Source: an optimization exercise on an open RTL-to-GDS flow (aim: small area, a short achievable clock period and few clock cycles). Production flows keep margins and buffers that such runs may drop.
The RTL was checked by simulation tests, not by an equivalence proof against the original design.
No activity file was given, so power comes from the tool's default toggle rates.

==> flow/run.sh <==
#!/bin/bash
# synth_recipe.tcl (not shown) runs the flow's synth.tcl, then flattens the netlist and writes it again
# the make line also repeats each setting of config.mk as NAME=value (left out here)
make -C /OpenROAD-flow-scripts/flow DESIGN_CONFIG=/design/flow/config.mk WORK_HOME=/design/flow/orfs CLKGATE_MAP_FILE= SYNTH_SCRIPT=/design/flow/synth_recipe.tcl finish
==> flow/config.mk <==
export PLATFORM = sky130hd
export DESIGN_NAME = AYUMU
export DESIGN_NICKNAME = AYUMU
export VERILOG_FILES = /design/flow/design.v
export SDC_FILE = /design/flow/constraint.sdc
export NUM_CORES = 4
export LEC_CHECK = 0
export CAP_MARGIN = 20
export CORE_MARGIN = 2
export CORE_UTILIZATION = 40
export SLEW_MARGIN = 20
==> flow/constraint.sdc <==
create_clock -name core_clock -period 10.0 [get_ports {CLK}]
set_input_delay 2.0000 -clock core_clock [delete_from_list [all_inputs] [get_ports {CLK}]]
set_output_delay 2.0000 -clock core_clock [all_outputs]
set_load 0.01 [all_outputs]
==> flow/design.v <==
module PC(
	input CLK,
	input RST,
	input EN,
	input [15:0] NEXT,
	output reg [15:0] ADDR
);
always @(posedge CLK) begin
	if (RST)
		ADDR <= 16'd0;
	else if (EN)
		ADDR <= NEXT;
end
endmodule
module DECODER(
	input [15:0] COMMAND,
	output reg [3:0] CAL,
	output reg [1:0] MODE,
	output reg [7:0] IM,
	output reg [3:0] REG_A,
	output reg [3:0] REG_B,
	output reg [3:0] REG_O,
	output reg [1:0] REG_O_TYPE,
	output reg [1:0] JUMP_MODE,  
	output reg REG_WRITE,
	output reg [1:0] SEL,  
	output reg MEM_WRITE,
	output reg INOUT_FLAG
);
always @* begin
	CAL = 4'b0000;
	MODE = 2'b10;
	IM = 8'd0;
	REG_A = 4'd0;
	REG_B = 4'd0;
	REG_O = 4'd0;
	REG_O_TYPE = 2'b11;
	JUMP_MODE = 2'b11;
	REG_WRITE = 1'b0;
	SEL = 2'b00;
	MEM_WRITE = 1'b0;
	INOUT_FLAG = 1'b0;
	if (COMMAND[15] == 1) begin
		CAL[3] = 1'b0;
		CAL[2:0] = COMMAND[14:12];
		MODE = 2'b00;
		IM = COMMAND[7:0];
		REG_A = COMMAND[11:8];
		SEL = 2'b10;
		REG_WRITE = 1;
	end
	else if (COMMAND[14] == 1) begin
		CAL = COMMAND[13:10];
		if (COMMAND[9:8] == 2'b00) begin
			MODE = 2'b00;
			REG_A = COMMAND[7:4];
			REG_B = COMMAND[3:0];
			SEL = 2'b00;
			REG_WRITE = 1;
		end
		else if (COMMAND[9:8] == 2'b01) begin
			MODE = 2'b01;
			REG_A = COMMAND[7:4];
			REG_B = COMMAND[3:0];
			SEL = 2'b00;
			REG_WRITE = 0;
		end
		else if (COMMAND[9:8] == 2'b10) begin
			MODE = 2'b10;
			REG_O_TYPE = COMMAND[13:12];
			INOUT_FLAG = COMMAND[11];
			REG_O = COMMAND[7:4];
			REG_A = COMMAND[3:0];
			SEL = 2'b01;
			REG_WRITE = 1;
		end
		else begin
			MODE = 2'b11;
			REG_A = COMMAND[7:4];
			REG_B = COMMAND[3:0];
			SEL = 2'b00;
			REG_WRITE = COMMAND[10];
			MEM_WRITE = ~COMMAND[10];
		end
	end
	else if (COMMAND[12] == 1) begin
		if (COMMAND[7:4] == 4'b0000) begin
			CAL = 4'b0000;
			MODE = 2'b10;
			SEL = 2'b11;
			JUMP_MODE = COMMAND[9:8];
			if (COMMAND[3:0] == 4'b0000) begin
				REG_A = 4'd12;
				REG_B = 4'd13;
			end
			else begin
				REG_A = 4'd14;
				REG_B = 4'd15;
			end
			REG_WRITE = 0;
		end
		else if (COMMAND[7:4] == 4'b0001) begin
			CAL = 4'b1011;
			MODE = 2'b00;
			REG_A = COMMAND[3:0];
			IM = 8'b00000000;
			SEL = 2'b10;
			REG_WRITE = 1;
		end
		else if (COMMAND[7:4] == 4'b0010) begin
			CAL = 4'b0000;
			MODE = 2'b10;
			REG_O_TYPE = 2'b10;
			REG_O = COMMAND[3:0];
			SEL = 2'b01;
			REG_WRITE = 0;
			JUMP_MODE = 2'b10;
		end
	end
end
endmodule
module REG_DC (
	input CLK,
	input EN,
	input [127:0] REG_R,
	input [1:0] SEL,
	input [3:0] REG_A_ADDR,
	input [3:0] REG_B_ADDR,
	input [3:0] REG_O_ADDR,
	input [7:0] IM,
	output reg [7:0] REG_A,
	output reg [7:0] REG_B
 );
 wire [7:0] REG_A_VALUE = REG_R[REG_A_ADDR*8 +: 8];
 wire [7:0] REG_B_VALUE = REG_R[REG_B_ADDR*8 +: 8];
 always @(posedge CLK) begin
	if (EN) begin
		case (SEL)
			2'b00: begin
				REG_A <= REG_A_VALUE;
				REG_B <= REG_B_VALUE;
			end
			2'b01: begin
				REG_A <= {4'b0000, REG_O_ADDR};
				REG_B <= 8'd0;
			end
			2'b10: begin
				REG_A <= REG_A_VALUE;
				REG_B <= IM;
			end
			2'b11: begin
				REG_A <= {4'b0000, REG_B_ADDR};
				REG_B <= 8'd0;
			end
		endcase
	end
 end
 endmodule
module ALU(
	input CLK,
	input RST,
	input EN,
	input KILL,
	input [7:0] IN_A,
	input [7:0] IN_B,
	input [3:0] CAL,
	input [1:0] MODE,
	output [7:0] OUT,
	output C_OUT,
	output reg F_OUT
);
reg [8:0] RESULT;
assign C_OUT = RESULT[8];
assign OUT = RESULT[7:0];
wire C_IN = RESULT[8];
always @(posedge CLK) begin
	if (RST) begin
		RESULT <= 9'd0;
		F_OUT <= 1'b0;
	end
	else if (EN) begin
		if (KILL) begin
			RESULT <= 9'd0;
			F_OUT <= 1'b0;
		end
		else begin
			case (MODE)
				2'b00: begin
					case (CAL)
						4'b0000: RESULT <= IN_A + IN_B;
						4'b0001: RESULT <= IN_A - IN_B;
						4'b0010: RESULT <= $signed(IN_A) * $signed(IN_B);
						4'b0011: RESULT <= IN_A << IN_B;
						4'b0100: RESULT <= IN_A >> IN_B;
						4'b0101: RESULT <= IN_A & IN_B;
						4'b0110: RESULT <= IN_A | IN_B;
						4'b0111: RESULT <= IN_A ^ IN_B;
						4'b1000: RESULT <= $unsigned(IN_A) * $unsigned(IN_B);
						4'b1001: RESULT <= IN_A + IN_B + C_IN;
						4'b1010: RESULT <= IN_A - IN_B - C_IN;
						4'b1011: RESULT <= ~IN_A;
						default: RESULT <= 9'b000000000;
					endcase
					F_OUT <= 0;
				end
				2'b01: begin
					case (CAL)
						4'b0000: F_OUT <= IN_A == IN_B;
						4'b0001: F_OUT <= IN_A != IN_B;
						4'b0010: F_OUT <= IN_A < IN_B;
						4'b0011: F_OUT <= IN_A > IN_B;
						4'b0100: F_OUT <= IN_A <= IN_B;
						4'b0101: F_OUT <= IN_A >= IN_B;
						default: F_OUT <= 0;
					endcase
					RESULT <= 9'b000000000;
				end
				default: begin
					F_OUT <= 0;
					RESULT <= {1'b0, IN_A};
				end
			endcase
		end
	end
end
endmodule
module MEM(
	input CLK,
	input EN,
	input KILL,
	input [7:0] REG_A,
	input [7:0] REG_B,
	input [7:0] ADDR,
	input [1:0] MODE,
	input MEM_WRITE,
	output reg [7:0] Q
);
reg [7:0] MEM [255:0];
always @(posedge CLK) begin
	if (EN) begin
		if (MODE == 2'b11) begin
			if (MEM_WRITE) begin
				if (!KILL)
					MEM[REG_B] <= REG_A;
			end
			else
				Q <= MEM[REG_B];
		end
		else
			Q <= ADDR;
	end
end
endmodule
module REG_WB(
	input CLK,
	input RST,
	input EN,
	input REG_WRITE,
	input F_FLAG,
	input INOUT_FLAG,
	input [7:0] INT_FLAG_OUT,
	input [15:0] PC,
	input [3:0] REG_A_ADDR,
	input [1:0] MODE,
	input [1:0] JUMP_MODE,
	input [1:0] REG_O_TYPE,
	input [7:0] DATA,
	input [31:0] INPUT,
	output reg [15:0] NEXT,
	output [127:0] REG_R_OUT,
	output [63:0] REG_IO_OUT,
	output [63:0] REG_INT_FLAG_OUT,
	output INT_PROCESS
);
reg [7:0]  REG_R  [15:0];
reg [7:0]  REG_IO [7:0];
reg [23:0] REG_INT [7:0];
reg INT_FLAG;
reg [15:0] INT_PREV_PC;
assign INT_PROCESS = INT_FLAG;
genvar g;
generate
	for (g = 0; g < 16; g = g + 1) begin : gen_r
		assign REG_R_OUT[g*8 +: 8] = REG_R[g];
	end
	for (g = 0; g < 8; g = g + 1) begin : gen_io
		assign REG_IO_OUT[g*8 +: 8] = REG_IO[g];
		assign REG_INT_FLAG_OUT[g*8 +: 8] = REG_INT[g][23:16];
	end
endgenerate
wire [7:0] IO_READ = DATA[2] ? INPUT[DATA[1:0]*8 +: 8] : REG_IO[DATA[2:0]];
integer i;
always @(posedge CLK) begin
	if (RST) begin
		NEXT <= 16'd0;
		INT_FLAG <= 1'b0;
		INT_PREV_PC <= 16'd0;
		for (i = 0; i < 16; i = i + 1)
			REG_R[i] <= 8'd0;
		for (i = 0; i < 8; i = i + 1) begin
			REG_IO[i] <= 8'd0;
			REG_INT[i] <= 24'd0;
		end
	end
	else if (EN) begin
		if ((INT_FLAG_OUT != 8'b0) & !INT_FLAG) begin
			INT_FLAG <= 1;
			if (INT_FLAG_OUT[0])
				NEXT <= REG_INT[0][15:0];
			else if (INT_FLAG_OUT[1])
				NEXT <= REG_INT[1][15:0];
			else if (INT_FLAG_OUT[2])
				NEXT <= REG_INT[2][15:0];
			else if (INT_FLAG_OUT[3])
				NEXT <= REG_INT[3][15:0];
			else if (INT_FLAG_OUT[4])
				NEXT <= REG_INT[4][15:0];
			else if (INT_FLAG_OUT[5])
				NEXT <= REG_INT[5][15:0];
			else if (INT_FLAG_OUT[6])
				NEXT <= REG_INT[6][15:0];
			else
				NEXT <= REG_INT[7][15:0];
			INT_PREV_PC <= PC;
		end
		else if (REG_WRITE) begin
			case (MODE)
				2'b00: REG_R[REG_A_ADDR] <= DATA;
				2'b11: REG_R[REG_A_ADDR] <= DATA;
				2'b10: begin
					REG_IO[4] <= INPUT[7:0];
					REG_IO[5] <= INPUT[15:8];
					REG_IO[6] <= INPUT[23:16];
					REG_IO[7] <= INPUT[31:24];
					case (REG_O_TYPE)
						2'b00: begin
							if (INOUT_FLAG)
								REG_R[REG_A_ADDR] <= IO_READ;
							else
								REG_IO[DATA[2:0]] <= REG_R[REG_A_ADDR];
						end
						2'b01: begin
							if (REG_A_ADDR == 4'd0) begin
								REG_INT[DATA[2:0]][15:8] <= REG_R[12];
								REG_INT[DATA[2:0]][7:0] <= REG_R[13];
							end
							else begin
								REG_INT[DATA[2:0]][15:8] <= REG_R[14];
								REG_INT[DATA[2:0]][7:0] <= REG_R[15];
							end
						end
						2'b10: REG_INT[DATA[2:0]][23:16] <= REG_R[REG_A_ADDR];
						default: ;
					endcase
				end
				default: ;
			endcase
			NEXT <= PC + 16'b1;
		end
		else begin
			case (JUMP_MODE)
				2'b00: begin
					NEXT[15:8] <= REG_R[REG_A_ADDR];
					NEXT[7:0] <= REG_R[DATA[3:0]];
				end
				2'b01: begin
					if (F_FLAG) begin
						NEXT[15:8] <= REG_R[REG_A_ADDR];
						NEXT[7:0] <= REG_R[DATA[3:0]];
					end
					else
						NEXT <= PC + 16'b1;
				end
				2'b10: begin
					NEXT <= INT_PREV_PC;
					INT_FLAG <= 0;
				end
				default: NEXT <= PC + 16'b1;
			endcase
		end
	end
end
endmodule
module INPUT_INT(
	input CLK,
	input RST,
	input EN,
	input [7:0] INPUT,
	input [7:0] REG_INT,
	output reg INT_FLAG
);
reg [7:0] PREV_INPUT;
always @(posedge CLK) begin
	if (RST) begin
		INT_FLAG <= 1'b0;
		PREV_INPUT <= 8'd0;
	end
	else if (EN) begin
		if (REG_INT[1:0] == 2'b01)
			INT_FLAG <= |(~PREV_INPUT & INPUT);
		else if (REG_INT[1:0] == 2'b11)
			INT_FLAG <= |(PREV_INPUT & ~INPUT);
		else
			INT_FLAG <= 0;
		PREV_INPUT <= INPUT;
	end
end
endmodule
module TIMER_INT(
	input CLK,
	input RST,
	input EN,
	input [7:0] REG_INT,
	output reg INT_FLAG
);
reg [5:0] TIMER_COUNT;
reg [9:0] CNT;
wire CLK_TIMER = CNT == 10'd999;
always @(posedge CLK) begin
	if (RST) begin
		INT_FLAG <= 1'b0;
		TIMER_COUNT <= 6'd0;
		CNT <= 10'd0;
	end
	else if (EN) begin
		if (REG_INT[0] & (REG_INT[7:2] == TIMER_COUNT) & CLK_TIMER) begin
			INT_FLAG <= 1;
			TIMER_COUNT <= 6'b0;
		end
		else if (CLK_TIMER) begin
			TIMER_COUNT <= TIMER_COUNT + 6'b1;
		end
		else
			INT_FLAG <= 0;
		if (CNT == 10'd999)
			CNT <= 10'd0;
		else
			CNT <= CNT + 10'd1;
	end
end
endmodule
module AYUMU(
	input CLK,
	input RST,
	input [31:0] INPUT,
	output [31:0] OUTPUT,
	output [15:0] IADDR,
	input [15:0] IDATA
);
reg [4:0] CLKS;
always @(posedge CLK) begin
	if (RST)
		CLKS <= 5'b00001;
	else begin
		case (CLKS)
			5'b00001: CLKS <= 5'b00010;
			5'b00010: CLKS <= 5'b00100;
			5'b00100: CLKS <= 5'b01000;
			5'b01000: CLKS <= 5'b10000;
			5'b10000: CLKS <= 5'b00001;
			default: CLKS <= 5'b00001;
		endcase
	end
end
wire EN_DC  = CLKS[0];
wire EN_EX  = CLKS[1];
wire EN_MEM = CLKS[2];
wire EN_WB  = CLKS[3];
wire EN_FT  = CLKS[4];
reg F_FLAG;
always @(posedge CLK) begin
	if (RST)
		F_FLAG <= 1'b0;
	else if (EN_EX)
		F_FLAG <= F_OUT;
end
wire [15:0] NEXT;
wire [15:0] ADDR;
wire [15:0] COMMAND;
wire [3:0] CAL;
wire [1:0] MODE;
wire [7:0] IM;
wire [3:0] REG_A_ADDR;
wire [3:0] REG_B_ADDR;
wire [3:0] REG_O_ADDR;
wire [1:0] REG_O_TYPE;
wire [1:0] JUMP_MODE;
wire REG_WRITE;
wire [1:0] SEL;
wire MEM_WRITE;
wire INOUT_FLAG;
wire [127:0] REG_R;
wire [63:0] REG_IO;
wire [63:0] REG_INT;
wire [7:0] REG_A;
wire [7:0] REG_B;
wire [7:0] INT_FLAG_OUT;
wire [7:0] ALU_OUT;
wire C_OUT;
wire F_OUT;
wire [7:0] DATA;
wire INT_PROCESS;
wire INT_TAKE = (INT_FLAG_OUT != 8'b0) & !INT_PROCESS;
assign OUTPUT[31:0] = REG_IO[31:0];
assign IADDR = ADDR;
assign COMMAND = IDATA;
PC PC(.CLK(CLK), .RST(RST), .EN(EN_FT), .NEXT(NEXT), .ADDR(ADDR));
DECODER DECODER(.COMMAND(COMMAND), .CAL(CAL), .MODE(MODE), .IM(IM), .REG_A(REG_A_ADDR), .REG_B(REG_B_ADDR),
															 .REG_O(REG_O_ADDR), .REG_O_TYPE(REG_O_TYPE), .JUMP_MODE(JUMP_MODE), .REG_WRITE(REG_WRITE),
															 .SEL(SEL), .MEM_WRITE(MEM_WRITE), .INOUT_FLAG(INOUT_FLAG));
REG_DC REG_DC(.CLK(CLK), .EN(EN_DC), .REG_R(REG_R), .SEL(SEL), .REG_A_ADDR(REG_A_ADDR),
													.REG_B_ADDR(REG_B_ADDR), .REG_O_ADDR(REG_O_ADDR), .IM(IM), .REG_A(REG_A), .REG_B(REG_B));
ALU ALU(.CLK(CLK), .RST(RST), .EN(EN_EX), .KILL(INT_TAKE), .IN_A(REG_A), .IN_B(REG_B), .CAL(CAL), .MODE(MODE), .OUT(ALU_OUT), .C_OUT(C_OUT), .F_OUT(F_OUT));
MEM MEM(.CLK(CLK), .EN(EN_MEM), .KILL(INT_TAKE), .REG_A(REG_A), .REG_B(REG_B), .ADDR(ALU_OUT), .MODE(MODE), .MEM_WRITE(MEM_WRITE), .Q(DATA));
REG_WB REG_WB(.CLK(CLK), .RST(RST), .EN(EN_WB), .REG_WRITE(REG_WRITE), .F_FLAG(F_FLAG), .INOUT_FLAG(INOUT_FLAG), .INT_FLAG_OUT(INT_FLAG_OUT), .PC(ADDR), .REG_A_ADDR(REG_A_ADDR), .MODE(MODE),
													  .JUMP_MODE(JUMP_MODE), .REG_O_TYPE(REG_O_TYPE), .DATA(DATA), .INPUT(INPUT), .NEXT(NEXT), .REG_R_OUT(REG_R), .REG_IO_OUT(REG_IO), .REG_INT_FLAG_OUT(REG_INT), .INT_PROCESS(INT_PROCESS));
INPUT_INT INPUT_0(.CLK(CLK), .RST(RST), .EN(EN_WB), .INPUT(INPUT[7:0]), .REG_INT(REG_INT[7:0]), .INT_FLAG(INT_FLAG_OUT[0]));
INPUT_INT INPUT_1(.CLK(CLK), .RST(RST), .EN(EN_WB), .INPUT(INPUT[15:8]), .REG_INT(REG_INT[15:8]), .INT_FLAG(INT_FLAG_OUT[1]));
INPUT_INT INPUT_2(.CLK(CLK), .RST(RST), .EN(EN_WB), .INPUT(INPUT[23:16]), .REG_INT(REG_INT[23:16]), .INT_FLAG(INT_FLAG_OUT[2]));
INPUT_INT INPUT_3(.CLK(CLK), .RST(RST), .EN(EN_WB), .INPUT(INPUT[31:24]), .REG_INT(REG_INT[31:24]), .INT_FLAG(INT_FLAG_OUT[3]));
TIMER_INT TIMER_0 (.CLK(CLK), .RST(RST), .EN(EN_WB), .REG_INT(REG_INT[39:32]), .INT_FLAG(INT_FLAG_OUT[4]));
TIMER_INT TIMER_1 (.CLK(CLK), .RST(RST), .EN(EN_WB), .REG_INT(REG_INT[47:40]), .INT_FLAG(INT_FLAG_OUT[5]));
TIMER_INT TIMER_2 (.CLK(CLK), .RST(RST), .EN(EN_WB), .REG_INT(REG_INT[55:48]), .INT_FLAG(INT_FLAG_OUT[6]));
TIMER_INT TIMER_3 (.CLK(CLK), .RST(RST), .EN(EN_WB), .REG_INT(REG_INT[63:56]), .INT_FLAG(INT_FLAG_OUT[7]));
endmodule
==> run summary <==
* Number of port buffers at 97
* CP endpoint kind: register
* Worst slew pin tran at about 1.2 ns
* Worst IR Drop VDD at roughly 170 uV
* Cells after synthesis at 6659
* Final ANT Viol Nets at 0
* Worst hold path type: register to register
* Smallest hold slack at 0.457 ns
* Fin Clk Skew at 0.0819 ns
* FP Rows at approximately 190
* Sink Count at 2609
* Net count after synthesis at between 6k and 7k
* Gp weighted congestion at 0.935
* Largest net degree at the start of global routing at 198
* Htree depth at 5
* Clock-pin slew on the worst setup and hold paths at 0.06 ns
* Most frequent cells after synthesis: edfxtp_1 (2428), nor2_1 (860), mux4_2 (676)
* Number of global-route vias before repair at 62.1k
* Required @ worst endpoint at 10.47 ns
* TritonCTS buffer count at roughly 280
* Post-cts resize count at 0
* Global-route wire length before repair at 447000 um
* First drt pass iteration count at 5
* Maxcap violations at 0
* Vias post-DR at roughly 63k
* Post-layout min period at 6.73 ns
* Max FO, Critical Path at 26
* Pleak at 40.1 nW
* Slew Viols, Final at 0
* RSZ-0062 raised after global routing: false
* EDFF count, synth at roughly 2.4k
* Synth-to-Final Area Change at 12.2%
* Cell variety after synth at 109
* TritonCTS clock tree: built
* Worst hold stages at 2
* Nets@finish at roughly 6.9k
* Syn Std Cell Area at around 110000 sq um
* Outcome: timing/DRC/antenna clean
* Post-CTS setup buffers at 0
* Die X at 535 um
* Clock Tree Buf Depth at 4
* Hold buffers post-CTS at 0
* Top FF cell, synth: edfxtp_1
* Placed wire-length estimate at 197000 um
* Top cell type's share of synthesized area at 64.7%
* Yosys top cell by area: edfxtp_1
* Critical Setup Path Class: primary input to register
* Arrival time worst endpoint at ~7 ns
* Fin crit share at 67.3%
* Drt drc at 0
* Critical Path Start Type: primary input
* Fmax at between 0.1 and 0.15 GHz
* # IOs at 98
* GR Overflow Total at 0
* Share of post-route cells with drive strength above 1 at 19.3%
* Die height at 535 um
* Starting Density at 40.3%
* Max_slew headroom at between 20 and 25%
* Starting DRC count in detailed routing at 7752
* Worst r2r path cells at 19
* Setup tns final at 0 ns
* Via density at around 6
* Clk latency of the worst-skew pair at around 0.87 ns
* Yosys warns at 9
* Power Dens Cells at between 200 and 250 nW/um^2
* Fraction of the yosys area taken by sequential cells at 67.9%
* Synthesized flop and latch total at 2609
* Most numerous cell in the Yosys netlist: edfxtp_1
* Final Util at 45.2%
* Setup violations, final at 0
* Root buffer cell: clkbuf_16
* GRT Util Overall at a little over a fifth
* Avg Inst Size Synth at between 15 and 20 sq um
* Core area at around 280000 sq um
* Die area at between 200000 and 300000 sq um
* Top cells by area, synth: edfxtp_1 (65%), mux4_2 (14%), dfxtp_1 (3.2%)
* Final Hold Viols at 0
* Routed WL at 312000 um
* Drt wl/cell at just under 30 um
* Fraction of registers with async set/reset at 0%
* Initial antenna violation count at 10
[power breakdown]
part	total, mW	switching, mW	internal (mW)
sequential	12.7	0.155	12.6
combinational	5.14	3.34	1.80
clock	10.4	4.27	6.12
[path summary, 6_finish.rpt]
path	slack (ns)	end	start
hold reg to reg	0.46	REG_WB.INT_PREV_PC[11]$_SDFFE_PP0P_	REG_WB.INT_PREV_PC[11]$_SDFFE_PP0P_
hold / removal	0.46	REG_WB.INT_PREV_PC[11]$_SDFFE_PP0P_	REG_WB.INT_PREV_PC[11]$_SDFFE_PP0P_
setup / recovery	3.27	MEM.MEM[64][6]$_DFFE_PP_	IDATA[14]
setup reg to reg	4.20	ALU.RESULT[8]$_SDFFE_PP0P_	REG_DC.REG_B[0]$_DFFE_PP_
[kinds of logic after synthesis]
group,after synthesis,share of synthesized area (%)
and+or+nand+nor,1599,6.40
muxes,1053,17.2
adders and majority gates,102,1.35
AOI/OAI and AO/OA,612,3.65
xor gates and xnor gates,131,1.02
DFF,2609,67.9
buffers and inverters,553,2.46
[worst max-delay path, stage by stage]
cell	delay [ns]
clkdlybuf4s50_1	1.08
nor2b_1	0.26
nand3_1	0.49
nor3b_1	0.43
and3_2	0.86
nand3_1	1.08
nor2_1	0.94
[layout make-up]
type	count	area, sq um
Antenna cell	2	5.00
Clock buffer	354	7550
Clock inverter	145	1570
Fill cell	23800	153000
Inverter	151	567
Multi-Input combinational cell	3497	33400
Sequential cell	2609	76600
Tap cell	3724	4660
Timing Repair Buffer	224	2090
[per-layer routing]
layer / global-route usage [%] / vias up / wire length [um]
met4: 7.17 / 10 / 10900
li1: - / 26500 / -
met5: 0 / - / 62
met1: 30.3 / 32700 / 129000
met3: 4.17 / 544 / 28600
met2: 33.2 / 3190 / 144000
[layout by cell type (no fill, tap or decap), drive strengths merged, types with 67 or more instances in the layout]
cell | Yosys | final
a21oi | 176 | 176
buf | 226 | 128
clkbuf | 176 | 354
clkdlybuf4s50 | 0 | 96
clkinv | 3 | 96
dfxtp | 181 | 181
edfxtp | 2428 | 2428
ha | 69 | 69
inv | 148 | 157
mux2i | 322 | 322
mux4 | 693 | 693
nand2 | 273 | 273
nand3 | 121 | 121
nor2 | 878 | 878
o21ai | 130 | 130
xor2 | 67 | 67
[sequential cells by signal (all words and copies together), names as in the netlist, 6 cells and up, named ones only]
register             flops
REG_WB.REG_R           128
ALU.RESULT               9
MEM.MEM               2048
TIMER_2.CNT             10
MEM.Q                    8
INPUT_1.PREV_INPUT       8
PC.ADDR                 16
REG_DC.REG_B             8
INPUT_3.PREV_INPUT       8
REG_DC.REG_A             8
REG_WB.REG_IO           64
TIMER_0.CNT             10
INPUT_0.PREV_INPUT       8
TIMER_0.TIMER_COUNT      6
TIMER_1.TIMER_COUNT      6
INPUT_2.PREV_INPUT       8
TIMER_3.CNT             10
TIMER_1.CNT             10
REG_WB.INT_PREV_PC      16
TIMER_2.TIMER_COUNT      6
TIMER_3.TIMER_COUNT      6
REG_WB.NEXT             16
REG_WB.REG_INT         164
[metrics by stage]
step	cell area [sq um]	setup WS (ns)	std cells	power [mW]
2_1_floorplan	113000	1.83	6659	16.3
3_3_place_gp	117000	2.50	10200	18.0
3_5_place_dp	117000	2.51	10200	18.1
4_1_cts	126000	3.40	10700	28.4
5_1_grt	126000	2.96	10700	29.1
6_report	126000	3.27	10700	28.3
Testbench counts, summed over its fixed seeds: cycles 725,950.

## port drivers added, routing unchanged
How much do the figures lean on ideal ports? The routed layout below was timed once more, with nothing changed but the port constraints. Step 1: set_driving_cell puts a clkbuf_16 on CLK and a buf_2 on each other input, an assumption about the parent block. Step 2 adds t to the input delays and takes it off the output delays; t is the mean of the earliest and latest rising clock arrival at the registers after step 1. Input paths then give back, and output paths get back, about the clock's delay inside the block. Slacks: ideal / step 1 / step 2; pairs: ideal / step 1.
t, ns: 0.935
slack for setup (ns): 3.273 / 3.274 / 2.338
clock arrival spread, ns: 0.106 / 0.105
worst slew at a driven data input, ns: 0.10
After both steps this run still meets setup and hold. For this run, drivers alone change the setup slack by +0.001 ns; drivers and shift together by -0.935 ns.
